From an optimization exercise on the open Yosys and OpenROAD flow, aimed at a short achievable clock period and few clock cycles; shortcuts taken in it are not production practice. The RTL of this run was laid out without a check of its function. Power figures rest on the tool's default switching activity, not on a simulated workload.

===== flow/run.sh =====
#!/bin/bash
# synth_recipe.tcl (not shown) runs the flow's synth.tcl, then flattens the netlist and writes it again
# the make line also repeats each setting of config.mk as NAME=value (left out here)
make -C /OpenROAD-flow-scripts/flow DESIGN_CONFIG=/design/flow/config.mk WORK_HOME=/design/flow/orfs CLKGATE_MAP_FILE= SYNTH_SCRIPT=/design/flow/synth_recipe.tcl finish

===== flow/config.mk =====
export PLATFORM = sky130hd
export DESIGN_NAME = core_top
export DESIGN_NICKNAME = core_top
export VERILOG_FILES = /design/flow/design.v
export SDC_FILE = /design/flow/constraint.sdc
export NUM_CORES = 4
export LEC_CHECK = 0
export CAP_MARGIN = 20
export CORE_MARGIN = 2
export CORE_UTILIZATION = 40
export PLACE_DENSITY = 0.6
export SLEW_MARGIN = 20

===== flow/constraint.sdc =====
create_clock -name core_clock -period 9.0 [get_ports {clk}]
set_input_delay 1.8000 -clock core_clock [delete_from_list [all_inputs] [get_ports {clk}]]
set_output_delay 1.8000 -clock core_clock [all_outputs]
set_load 0.01 [all_outputs]

===== flow/design.v =====
module Core (clk, addr_to_sram, read_data_sram, write_data, write_enable, sram_req, rom_req, addr_rom, read_data_rom, sram_op_done, clr, reg_write_enable, reg_read_index_1, reg_read_index_2, reg_write_index, reg_write_data, reg_read_data_1, reg_read_data_2);
	input clk, clr, sram_op_done;  
	output reg[18:0] addr_to_sram;
	output reg[17:0] addr_rom;  
	input[7:0] read_data_sram, read_data_rom;  
	output reg write_enable, sram_req, rom_req;  
	output reg[7:0] write_data;  
	output reg reg_write_enable;
	output reg[3:0] reg_read_index_1, reg_read_index_2, reg_write_index;
	output reg[18:0] reg_write_data;
	input[18:0] reg_read_data_1, reg_read_data_2;
	parameter ADD = 5'b00000;
	parameter SUB = 5'b00001;
	parameter CMP = 5'b00010;
	parameter AND = 5'b00011;
	parameter OR = 5'b00100;
	parameter XOR = 5'b00101;
	parameter MOV = 5'b00110;
	parameter BLT = 5'b00111;
	parameter BLTE = 5'b01000;
	parameter LOAD = 5'b01001;
	parameter STORE = 5'b01010;
	parameter JR = 5'b01011;
	parameter BE = 5'b01100;
	parameter BNE = 5'b01101;
	parameter SHIFTLI = 5'b01110;
	parameter SHIFTRI = 5'b01111;
	parameter INC = 5'b11111;
	parameter ADDI = 5'b10000;
	parameter SUBI = 5'b10001;
	parameter CMPI = 5'b10010;
	parameter ANDI = 5'b10011;
	parameter ORI = 5'b10100;
	parameter XORI = 5'b10101;
	parameter MOVI = 5'b10110;
	parameter LOADI = 5'b10111;
	parameter STOREI = 5'b11000;
	parameter JA = 5'b11001;
	parameter BEI = 5'b11010;
	parameter BNEI = 5'b11011;
	parameter BLTI = 5'b11100;
	parameter BLTEI = 5'b11101;
	parameter JS = 5'b11110;	
	parameter FETCH1 = 0;
	parameter DECODE1 = 1;
	parameter FETCH2 = 2;
	parameter DECODE2 = 3;
	parameter FETCH3 = 15;
	parameter DECODE3 = 16;
	parameter FETCH4 = 17;
	parameter DECODE4 = 18;
	parameter OPERATION = 4;
	parameter BRANCH = 5;
	parameter LOADSTATE = 6;
	parameter STORESTATE = 7;
	parameter I_OPERATION = 8;
	parameter I_BRANCH = 9;
	parameter I_LOAD = 10;
	parameter I_STORE = 11;
	parameter I_STORE2 = 19;
	parameter LOADSTATE2 = 12;
	parameter I_LOAD2 = 13;
	parameter STORESTATE2 = 14;
	reg[4:0] state; 
	reg[17:0] PC; 
	reg neg_flag; 
	reg zero_flag; 
	reg[4:0] OPCODE; 
	reg[19:0] immd; 
	reg load_sram; 
	always @ (*) begin
		addr_rom = 19'd0;
		sram_req = 1'b0;
		write_enable = 0;
		reg_write_data = 0;
		write_data = 0;
		reg_write_enable = 0;
		rom_req = 0;
		addr_to_sram = 0;
			if(state == FETCH1) begin
				rom_req = 1'b1;
				addr_rom = PC;
			end
			else if(state == DECODE1) begin
			end
			else if(state == FETCH2) begin
				rom_req = 1;
				addr_rom = PC;
			end
			else if(state == DECODE2) begin
			end
			if(state == FETCH3) begin
				rom_req = 1;
				addr_rom = PC;
			end
			else if(state == DECODE3) begin
			end
			else if(state == FETCH4) begin
				rom_req = 1;
				addr_rom = PC;
			end
			else if(state == DECODE4) begin
			end
			else if(state == OPERATION) begin
				reg_write_enable = 1'b1;
				case(OPCODE)
					ADD: begin
							reg_write_data = reg_read_data_1 + reg_read_data_2;
					end
					SUB: begin
							reg_write_data = reg_read_data_1 - reg_read_data_2;
					end
					CMP: begin
							reg_write_data = reg_read_data_1 - reg_read_data_2;
					end
					AND: begin
							reg_write_data = reg_read_data_1 & reg_read_data_2;
					end
					OR: begin
							reg_write_data = reg_read_data_1 | reg_read_data_2;
					end
					XOR: begin
							reg_write_data = reg_read_data_1 ^ reg_read_data_2;
					end
					MOV: begin
							reg_write_data = reg_read_data_2;
					end
					SHIFTLI: begin
							reg_write_data = reg_read_data_1 << reg_read_index_2;
					end
					SHIFTRI: begin
							reg_write_data = reg_read_data_1 >> reg_read_index_2;
					end
					INC: begin
							reg_write_data = reg_read_data_1 + 1'b1;
					end
				endcase
				if(OPCODE == CMP) begin
					reg_write_enable = 1'b0;
				end
			end
			else if(state == I_BRANCH) begin
				if(OPCODE == JS) begin
						reg_write_data = PC;  
						reg_write_enable = 1;
				end
			end
			else if(state == LOADSTATE) begin
				if(reg_read_data_2 <= 20'hF)
					sram_req = 1'b1;
				else
					rom_req = 1;
				addr_to_sram = {reg_read_data_2};  
				addr_rom = {reg_read_data_2};
			end
			else if(state == LOADSTATE2) begin
				reg_write_data = load_sram ? read_data_sram : read_data_rom;  
				reg_write_enable = 1;
			end
			else if(state == I_LOAD) begin
				if(immd <= 20'hF)
					sram_req = 1'b1;
				else
					rom_req = 1;
				addr_to_sram = {immd};
				addr_rom = {immd};
			end
			else if(state == I_LOAD2) begin
				reg_write_data = load_sram ? read_data_sram : read_data_rom;  
				reg_write_enable = 1;
			end
			else if(state == STORESTATE) begin
				sram_req = 1'b1;
				write_enable = 1;
				addr_to_sram = {reg_read_data_2};
				write_data = reg_read_data_1[7:0];
			end 
			else if(state == I_STORE) begin
				sram_req = 1'b1;
				addr_to_sram = {immd};
				write_data = reg_read_data_1[7:0];
				write_enable = 1;
			end
			else if(state == I_OPERATION) begin
				reg_write_enable = 1'b1;
				case(OPCODE)
					ADDI: begin
							reg_write_data = reg_read_data_1 + immd;
					end
					SUBI:begin
							reg_write_data = reg_read_data_1 - immd;
					end
					CMPI: begin
							reg_write_data = reg_read_data_1 - immd;
					end
					ANDI: begin
							reg_write_data = reg_read_data_1 & immd;
					end
					ORI: begin
							reg_write_data = reg_read_data_1 | immd;
					end
					XORI: begin
							reg_write_data = reg_read_data_1 ^ immd;
					end
					MOVI: begin
							reg_write_data = immd;
					end
				endcase
				if(OPCODE == CMPI) begin
					reg_write_enable = 1'b0;
				end
			end
	end
	always @ (posedge clk or negedge clr) begin
			if(~clr) begin
				state <= FETCH1;
				PC <= 0;
			end
			else if(state == FETCH1) begin
				state <= DECODE1;
				PC <= PC + 1'b1;
			end
			else if(state == DECODE1) begin
				OPCODE <= read_data_rom[7:3];
				state <= FETCH2;
			end
			else if(state == FETCH2) begin
				state <= DECODE2;
				PC <= PC + 1'b1;
			end
			else if(state == DECODE2) begin
					reg_read_index_1 <= read_data_rom[7:4];	
					reg_read_index_2 <= read_data_rom[3:0];
					reg_write_index <= read_data_rom[7:4];
					immd[19:16] <= read_data_rom[3:0];
					if(OPCODE == INC || OPCODE <= MOV || OPCODE == SHIFTLI || OPCODE == SHIFTRI) begin
						state <= OPERATION;
					end
					else if(OPCODE[4] == 1'b1) begin
						state <= FETCH3;
					end
					else if(OPCODE == LOAD) begin
						state <= LOADSTATE;
					end
					else if(OPCODE == STORE) begin
						state <= STORESTATE;
					end
					else begin
						state <= BRANCH;
					end
			end
			else if(state == FETCH3) begin
				state <= DECODE3;
				PC <= PC + 1'b1;
			end
			else if(state == DECODE3) begin
				state <= FETCH4;
				immd[15:8] <= read_data_rom;
			end
			else if(state == FETCH4) begin
				state <= DECODE4;
				PC <= PC + 1'b1;
			end
			else if(state == DECODE4) begin
				immd[7:0] <= read_data_rom;
				if(OPCODE <= MOVI) 
					state <= I_OPERATION;
				else if(OPCODE == LOADI)
					state <= I_LOAD;
				else if(OPCODE == STOREI)
					state <= I_STORE;
				else begin
					if(OPCODE == JS) 
						reg_write_index <= 4'd3;
					state <= I_BRANCH;
				end
			end
			else if(state == OPERATION || state == I_OPERATION) begin
				if(reg_write_data == 0) begin
					zero_flag <= 1; 
				end
				else begin
					zero_flag <= 0;
				end
				if(reg_write_data[18] == 1'b1) begin
					neg_flag <= 1;
				end
				else begin
					neg_flag <= 0;
				end
				state <= FETCH1;
			end
			else if(state == BRANCH) begin
				case(OPCODE)
					BLT: begin
						if(neg_flag) 
							PC <= reg_read_data_1;
					end
					BLTE: begin
						if(neg_flag || zero_flag) 
							PC <= reg_read_data_1;
					end
					JR: begin
						PC <= reg_read_data_1;
					end
					BE: begin
						if(zero_flag)
							PC <= reg_read_data_1;
					end
					BNE: begin
						if(!zero_flag) 
							PC <= reg_read_data_1;
					end
				endcase
				state <= FETCH1;
			end 
			else if(state == I_BRANCH) begin
				case(OPCODE)
					BLTI: begin
						if(neg_flag) 
							PC <= immd;
					end
					BLTEI: begin
						if(neg_flag || zero_flag) 
							PC <= immd;
					end
					JA: begin
						PC <= immd;
					end
					JS: begin
						PC <= immd;
					end
					BEI: begin
						if(zero_flag)
							PC <= immd;
					end
					BNEI: begin
						if(!zero_flag) 
							PC <= immd;
					end
				endcase
				state <= FETCH1;
			end
			else if(state == STORESTATE) begin
				state <= STORESTATE2;
			end
			else if(state == STORESTATE2) begin
				if(sram_op_done)
					state <= FETCH1;
				else
					state <= STORESTATE;
			end
			else if(state == I_STORE) begin
				state <= I_STORE2;
			end
			else if(state == I_STORE2) begin
				if(sram_op_done)
					state <= FETCH1;
				else
					state <= I_STORE;
			end
			else if(state == LOADSTATE) begin
				if(reg_read_data_2 <= 20'hF)
					load_sram <= 1'b1;
				else 
					load_sram <= 1'b0;
				state <= LOADSTATE2;
			end
			else if(state == LOADSTATE2) begin
				if((sram_op_done && load_sram) || ~load_sram)
					state <= FETCH1;
				else 
					state <= LOADSTATE;
			end
			else if(state == I_LOAD) begin
				if(immd <= 20'hF)
					load_sram <= 1'b1;
				else
					load_sram <= 1'b0;
				state <= I_LOAD2;
			end
			else if(state == I_LOAD2) begin
				if((sram_op_done && load_sram) || ~load_sram)
					state <= FETCH1;
				else
					state <= I_LOAD;
			end
	end
endmodule
module Register_File (clk,
					  we,
					  read_index_1,
					  read_index_2,
					  write_index,
					  write_data,
					  read_data_1,
					  read_data_2);
	input clk, we;
	input[3:0] read_index_1, read_index_2, write_index;
	input[18:0] write_data;
	output reg[18:0] read_data_1, read_data_2;
	reg [15:0] sp;
	reg [15:0] fp;
	reg [18:0] ra;
	reg [18:0] a0;
	reg [18:0] a1;
	reg [15:0] m0;
	reg [15:0] m1;
	reg [15:0] rv;
	reg [15:0] v0;
	reg [15:0] v1;
	reg [15:0] p0;
	reg [15:0] p1;
	reg [15:0] p2;
	reg [15:0] p3;
	reg [15:0] p4;
	always@(*) 
	begin
		case(read_index_1)
			0: read_data_1 = 0;
			1: read_data_1 = sp;
			2: read_data_1 = fp;
			3: read_data_1 = ra;
			4: read_data_1 = a0;
			5: read_data_1 = a1;
			6: read_data_1 = m0;
			7: read_data_1 = m1;
			8: read_data_1 = rv;
			9: read_data_1 = v0;
			10: read_data_1 = v1;
			11: read_data_1 = p0;
			12: read_data_1 = p1;
			13: read_data_1 = p2;
			14: read_data_1 = p3;
			15: read_data_1 = p4;
		endcase
	end
	always@(*) 
	begin
		case(read_index_2)
			0: read_data_2 = 0;
			1: read_data_2 = sp;
			2: read_data_2 = fp;
			3: read_data_2 = ra;
			4: read_data_2 = a0;
			5: read_data_2 = a1;
			6: read_data_2 = m0;
			7: read_data_2 = m1;
			8: read_data_2 = rv;
			9: read_data_2 = v0;
			10: read_data_2 = v1;
			11: read_data_2 = p0;
			12: read_data_2 = p1;
			13: read_data_2 = p2;
			14: read_data_2 = p3;
			15: read_data_2 = p4;
		endcase
	end
	always@(posedge clk)begin
		if(we) begin
			case(write_index)
				1: sp <= write_data;
				2: fp <= write_data;
				3: ra <= write_data;
				4: a0 <= write_data;
				5: a1 <= write_data;
				6: m0 <= write_data;
				7: m1 <= write_data;
				8: rv <= write_data;
				9: v0 <= write_data;
				10: v1 <= write_data;
				11: p0 <= write_data;
				12: p1 <= write_data;
				13: p2 <= write_data;
				14: p3 <= write_data;
				15: p4 <= write_data;
		endcase
	end
	end
endmodule
module core_top (
	input clk,
	input clr,
	output rom_req,
	output [17:0] rom_addr,
	input [7:0] rom_data,
	output sram_req,
	output sram_we,
	output [18:0] sram_addr,
	output [7:0] sram_wdata,
	input [7:0] sram_rdata,
	input sram_done
	);
	wire reg_write_enable;
	wire[3:0] reg_read_index_1, reg_read_index_2, reg_write_index;
	wire[18:0] reg_write_data, reg_read_data_1, reg_read_data_2;
	Core _Core(.clk(clk),
			   .addr_to_sram(sram_addr),
			   .read_data_sram(sram_rdata),
			   .write_data(sram_wdata),
			   .write_enable(sram_we),
			   .sram_req(sram_req),
			   .rom_req(rom_req),
			   .addr_rom(rom_addr),
			   .read_data_rom(rom_data),
			   .sram_op_done(sram_done),
			   .clr(clr),
			   .reg_write_enable(reg_write_enable),
			   .reg_read_index_1(reg_read_index_1),
			   .reg_read_index_2(reg_read_index_2),
			   .reg_write_index(reg_write_index),
			   .reg_write_data(reg_write_data),
			   .reg_read_data_1(reg_read_data_1),
			   .reg_read_data_2(reg_read_data_2));
	Register_File _RegisterFile(.clk(clk),
							    .we(reg_write_enable),
							    .read_index_1(reg_read_index_1),
							    .read_index_2(reg_read_index_2),
							    .write_index(reg_write_index),
							    .write_data(reg_write_data),
							    .read_data_1(reg_read_data_1),
							    .read_data_2(reg_read_data_2));
endmodule

==> flow_summary.ini <==
[finish]
multi_input_area_sq_um = 13170
drive_gt1_share_pct = 11.07
final_nets = 2600
area.sequential_sq_um = 9134
area_delta_synth_final_pct = 12.09
nFillCells = 5505

[synth]
synth_seq_cells = 308
synth_top_area_share_pct = 36.62
synth_edf_count = 285
syn-num-nets = 2568
synth_cell_types = 104
syn_inst = 2434
synth.avg_cell_area_sq_um = 9.601
synth_top_flop_cell = edfxtp_1
netlist_top_cells_area = edfxtp_1 (37%), ha_1 (6.0%), mux2i_1 (4.4%)
netlist_area_sq_um = 23370
ys_seq_area_share_pct = 39.08
yosys_warnings = 2
async_flop_share_pct = 7.468
synth_largest_area_cell = edfxtp_1

[clock_tree]
post_cts_buffers = 0
cts_made_buffers = 37
clk_path_buf_depth = 3
cts_sinks = 308
clock_tree.root_cell = clkbuf_16
cts_tree = yes
clk-insertion-delay-late_ns = 0.59
htreeDepth = 2
clk_pin_slew_ns = 0.06
holdBufCountCts = 0
cts_resized = 0

[timing]
rsz0062_at_grt = no
report.final.slew_viol_count = 0
fmax_mhz = 129.8
fin_crit_sh_pct = 85.61
finalSetupViolCount = 0
fin_hold_ws_ns = 0.6324
slew_headroom_pct = 23.65
fin_setup_tns_ns = 0
tightestPinTransition_ns = 1.136
min_period_ns = 7.705
hold_viol_final = 0
finClkSkew_ns = 0.02326

[setup_path]
cp-start-kind = flip-flop
path_class = flip-flop to output pin
arrival_ns = 5.90
rr_worst_depth = 23
worstReg2RegStart = _Core.reg_read_index_2[3]
timing.rr.end = _Core.zero_flag
r2r_slack_ns = 1.43
crit_fanout = 41
startpoint = _Core.reg_read_index_2[1]
crit_path_end_kind = output pin
required_ns = 7.20

[floorplanning]
row_count = 88
core_sq_um = 57700
die_w_microns = 245.7
start_util_pct = 40.51
die_h_microns = 245.7
ios = 67
dieArea_sq_um = 60370

[min_path]
min_to = _Core.PC[5]
min_path_cells = 2
hp-class = flip-flop to flip-flop
hold_start = _Core.PC[5]

[drt]
ant_nets = 0
route.detailed.wl_per_inst_microns = 33.64
drt-initial-drc-count = 3386
vias = 22540
drc = 0
drt_first_pass_iters = 9
wirelength_mm = 109.7
routed_via_density = 6.910

[global_routing]
antenna_found_initial = 5
grt_first_pass_wirelength_mm = 156.3
track_usage_pct = 35.76
grt_max_degree = 76
grt_pass1_vias = 21390
overflow = 0

[power]
p_leak_nw = 9.505
peakVddDrop_mv = 0.1784
p_per_area_nw_per_um2 = 243.8
power_mw = 6.386

[job]
maxCapViolations = 0

[placed_design]
place.gp.congestion = 1.015
port_buffers = 66
place_hpwl_mm = 78.93

[status]
status = finished clean
-- through the flow --
stage	utilization [%]	worst slack [ns]	instances	cell area, sq um
2_1_floorplan	-	3.264	2434	23370
3_3_place_gp	43.44	1.670	3192	25060
3_5_place_dp	43.46	1.579	3192	25080
4_1_cts	45.38	1.386	3258	26180
5_1_grt	45.39	1.017	3259	26190
6_report	45.40	1.295	3262	26200
-- metal layers --
metal	part of all wire, %	vias up	track usage (%)
met2	45	1672	55.75
met4	6.8	2	20.39
li1	-	9494	-
met1	39	11000	46.35
met5	0.011	-	0
met3	10	376	6.985
-- layout make-up --
cell class | count | area share, %
flip-flops and latches | 308 | 34.87
diodes | 4 | 0.03821
clock inverters | 16 | 0.4108
multi-input cells | 1851 | 50.26
repair buffers | 167 | 5.512
well taps | 765 | 3.654
clock buffers | 50 | 3.802
inverters | 101 | 1.457
-- power breakdown --
part           switching (mW)  total, mW  internal [mW]
Clock                   0.643       1.43          0.782
Sequential              0.175       1.91           1.73
Combinational            1.99       3.05           1.06
-- logic make-up (layout without fill, tap and decap cells) --
| logic type | Yosys count | count (layout) | synth area share, % |
|---|---|---|---|
| fa+ha+maj | 115 | 115 | 6.221 |
| buf+inv | 275 | 334 | 5.161 |
| xor+xnor | 54 | 54 | 2.024 |
| flops | 308 | 308 | 39.08 |
| other cells | 0 | 4 | 0 |
| simple gates | 703 | 703 | 15.01 |
| mux | 162 | 162 | 8.379 |
| compound gates | 817 | 817 | 24.12 |
-- synth_stat cells, types with 30 or more instances --
master,number
edfxtp_1,285
nand2_1,214
a21oi_1,185
nor2_1,168
o21ai_0,151
ha_1,113
mux2i_1,102
clkbuf_1,96
inv_1,91
nand3_1,59
nor3_1,49
a31oi_1,47
xnor2_1,44
a22oi_1,43
buf_2,38
a221oi_1,37
a211oi_1,36
and3_1,35
mux2_2,33
nor2b_1,30
-- sequential cells by signal, summed over array words and instances (netlist names), 5 cells and up --
name              count
_RegisterFile.p1     16
_RegisterFile.v1     16
_RegisterFile.a1     19
_Core.state           5
_RegisterFile.m1     16
_RegisterFile.m0     16
_RegisterFile.sp     16
_RegisterFile.v0     16
_Core.PC             18
_RegisterFile.rv     16
_Core.immd           16
_RegisterFile.p4     16
_RegisterFile.p0     16
_Core.OPCODE          5
_RegisterFile.ra     19
_RegisterFile.p2     16
_RegisterFile.a0     19
_RegisterFile.p3     16
_RegisterFile.fp     16
-- critical path: stages (launching register included) --
cell             delay (ns)
edfxtp_1               0.95
buf_4                  0.60
nor4b_1                0.17
buf_4                  0.19
a22o_1                 0.22
a221o_1                0.26
nor3_1                 0.53
inv_1                  0.27
nor3_1                 0.41
nand2_1                0.21
o21ai_0                0.66
o2111a_1               0.29
clkdlybuf4s50_1        0.53
-- how the worst max path moves through the flow --
stage,endpoint,slack [ns],cells past startpoint
2_1_floorplan,_Core.zero_flag,3.26,25
3_3_place_gp,_Core.zero_flag,1.67,21
3_5_place_dp,_Core.zero_flag,1.58,23
4_1_cts,sram_req,1.39,13
5_1_grt,_Core.zero_flag,1.02,23
6_report,sram_req,1.30,12
-- layout by cell type, fill, tap and decap left out, drive strengths merged, types with 44 or more instances in the layout --
cell,n
a21oi,185
a31oi,48
buf,101
clkbuf,50
clkdlybuf4s50,66
edfxtp,285
ha,113
inv,98
mux2i,103
nand2,215
nand3,59
nor2,168
nor3,49
o21ai,160
xnor2,44

==> static timing again, ports no longer ideal <==
The results above use ideal ports. As a check the final layout listed here was re-extracted and re-timed, cells and wires unchanged. Step 1 assumes that a clkbuf_16 drives the clock port and a buf_2 every other input. Step 2 adds t to the input delays and takes it off the output delays; t is the mean of the earliest and latest rising clock arrival at the registers after step 1. Input paths then give back, and output paths get back, about the clock's delay inside the block. a / b / c = ideal / step 1 / step 2; a / b = the first two.
t (ns): 0.637
setup slack, ns: 1.295 / 1.237 / 1.431
worst setup path at the end: register to register
worst data-port slew with drivers (ns): 0.05
After both steps setup and hold are still met in this run. The setup slack of this run moves by -0.058 ns with the drivers and by +0.136 ns with both steps.
